Background: an optimization exercise with open tools, aiming at a short achievable clock period and few clock cycles. Do not read the settings as production practice.
The RTL was checked by simulation tests, not by an equivalence proof against the original design.
Power figures rest on the tool's default switching activity, not on a simulated workload.

Design rv32i_mc, start of the top module:
module rv32i_mc (
    input clk,
    input rst,
    output wire [31:0] mem_addr,
    output wire [3:0] mem_wstrb,
    output wire [31:0] mem_wdata,
    input [31:0] mem_rdata
);
For scale: roughly 100 I/O pins, ~190000 um2 of cells after synthesis.
==> flow/config.mk <==
export PLATFORM = sky130hd
export DESIGN_NAME = rv32i_mc
export DESIGN_NICKNAME = rv32i_mc
export VERILOG_FILES = /design/flow/design.v
export SDC_FILE = /design/flow/constraint.sdc
export NUM_CORES = 4
export LEC_CHECK = 0
export CAP_MARGIN = 20
export CORE_MARGIN = 2
export CORE_UTILIZATION = 40
export SLEW_MARGIN = 20
export SETUP_SLACK_MARGIN = 8.5
export ABC_CLOCK_PERIOD_IN_PS = 3000
==> flow/constraint.sdc <==
create_clock -name core_clock -period 12.0 [get_ports {clk}]
set_input_delay 2.4000 -clock core_clock [delete_from_list [all_inputs] [get_ports {clk}]]
set_output_delay 2.4000 -clock core_clock [all_outputs]
set_load 0.01 [all_outputs]
standard.sh (not shown) runs the stock make flow with config.mk's settings and CLKGATE_MAP_FILE= SYNTH_SCRIPT=/design/flow/synth_recipe.tcl, a recipe that flattens the netlist after the stock synthesis.
==> flow/flow/run.sh <==
#!/bin/bash
# Standard layout (the standard.sh), with repair_timing aiming well below
# the design's clock period.
echo "export SETUP_SLACK_MARGIN = 8.5" >> config.mk
echo "export ABC_CLOCK_PERIOD_IN_PS = 3000" >> config.mk
bash standard.sh > standard.log 2>&1
The starting point finished with timing, DRC and antenna clean.
Testbench counts at the start, summed over its fixed seeds: cycles 74,327.
Then changed:
--- a/flow/design.v
+++ b/flow/design.v
@@ -222,53 +222,24 @@
 reg        chit;     
 reg [31:0] cword;    
 wire fast = fen && chit && !av;
 wire fok = fen && (chit || bf);      
 wire slowok = fok && !fast;          
 wire [31:0] incoming = fast ? cword : afc ? acw : mem_rdata;
 wire [31:0] inpc = fast ? fpc : apc;
 wire        inpt = fast ? bhit : apt;
 wire [31:0] eRtgt_w;
+wire [CK-1:0] iP = pred[CK+1:2];
 wire [CK-1:0] iH = fpc[CK+1:2];
 wire [CK-1:0] iB = eRtgt_w[CK+1:2];
-reg        hitS, hitH;
-reg [31:0] wordS, wordH;
-integer ck;
-always @* begin
-  hitS = 1'b0;
-  hitH = 1'b0;
-  wordS = 32'b0;
-  wordH = 32'b0;
-  for (ck = 0; ck < CN; ck = ck + 1) begin
-    hitH = hitH | ((iH == ck) && cv[ck] && (ctag[ck] == fpc[31:CK+2]));
-    wordH = wordH | ({32{iH == ck}} & cdat[ck]);
-    if (ck < CN - 1) begin
-      hitS = hitS | ((iH == ck) && cv[ck+1] && (ctag[ck+1] == fpc[31:CK+2]));
-      wordS = wordS | ({32{iH == ck}} & cdat[ck+1]);
-    end
-  end
-end
+wire hitP = cv[iP] && (ctag[iP] == pred[31:CK+2]);
+wire hitH = cv[iH] && (ctag[iH] == fpc[31:CK+2]);
 wire hitB = cv[iB] && (ctag[iB] == eRtgt_w[31:CK+2]);
-reg        hitT;
-reg [31:0] wordT;
-reg [CK-1:0] iT;
-integer ti;
-always @* begin
-  hitT = 1'b0;
-  wordT = 32'b0;
-  for (ti = 0; ti < BN; ti = ti + 1) begin
-    iT = btgt[ti][CK-1:0];
-    hitT = hitT | (bm[ti] && cv[iT] && (ctag[iT] == btgt[ti][29:CK]));
-    wordT = wordT | ({32{bm[ti]}} & cdat[iT]);
-  end
-end
-wire hitP = bhit ? hitT : hitS;
-wire [31:0] wordP = bhit ? wordT : wordS;
 wire [CK-1:0] fidx = apc[CK+1:2];
 always @(posedge clk) begin
   if (rst) cv <= {CN{1'b0}};
   else if (afill) cv[fidx] <= 1'b1;
   if (afill) begin
     ctag[fidx] <= apc[31:CK+2];
     cdat[fidx] <= mem_rdata;
   end
 end
@@ -434,19 +405,19 @@
     ma <= redB ? eRtgt : (ldst || redJ) ? sumc : other;
     fpc <= redB ? eRtgt : redJ ? sumc : other;
     fen <= kill || room;
     bf <= !ldst;
     av <= slowok && !kill;
     afill <= fen && bf && !chit;
   end
   if (rst || (!redB && (redJ || redD))) chit <= 1'b0;
   else chit <= redB ? hitB : fok ? hitP : hitH;
-  cword <= redB ? cdat[iB] : fok ? wordP : wordH;
+  cword <= redB ? cdat[iB] : fok ? cdat[iP] : cdat[iH];
   afc <= chit;
   acw <= cword;
   apc <= fpc;
   apt <= bhit;
 end
 reg [BN-1:0] em;      
 integer bj;
 always @* begin
   for (bj = 0; bj < BN; bj = bj + 1)
- The new run produced a clean layout
- wire length is lower by 26%
- sequential power hardly moves
- utilization increases by 1.5 points
- total power rises by 0.45%
- non-clock buffer count goes up by 82
- via count is lower by 18%
Testbench counts after the change, summed over its fixed seeds: cycles 74,218.

[afterwards: timing with drivers on the ports]
In the flow no input, the clock included, has a driving cell. The finished layouts below were timed again as built, in two steps.
Step 1 (the two cells are an assumption about what drives the block):
set clk [get_ports {clk}]
set_driving_cell -lib_cell sky130_fd_sc_hd__clkbuf_16 $clk
set_driving_cell -lib_cell sky130_fd_sc_hd__buf_2 [delete_from_list [all_inputs] $clk]
Step 2 adds t to the input delays and takes it off the output delays; t is the mean of the earliest and latest rising clock arrival at the registers after step 1. Input paths then give back, and output paths get back, about the clock's delay inside the block.
Slacks: ideal / step 1 / step 2; pairs: ideal / step 1.
run	t (ns)	setup slack, ns	worst setup path at the end
the first run	1.143	7.725 / 7.725 / 7.352	input to register
the second run	1.084	7.488 / 7.488 / 7.423	input to register
After both steps setup and hold are still met in every run listed. The setup slack of the first run, which loses most, moves by 0.000 ns with the drivers and by -0.373 ns with both steps.
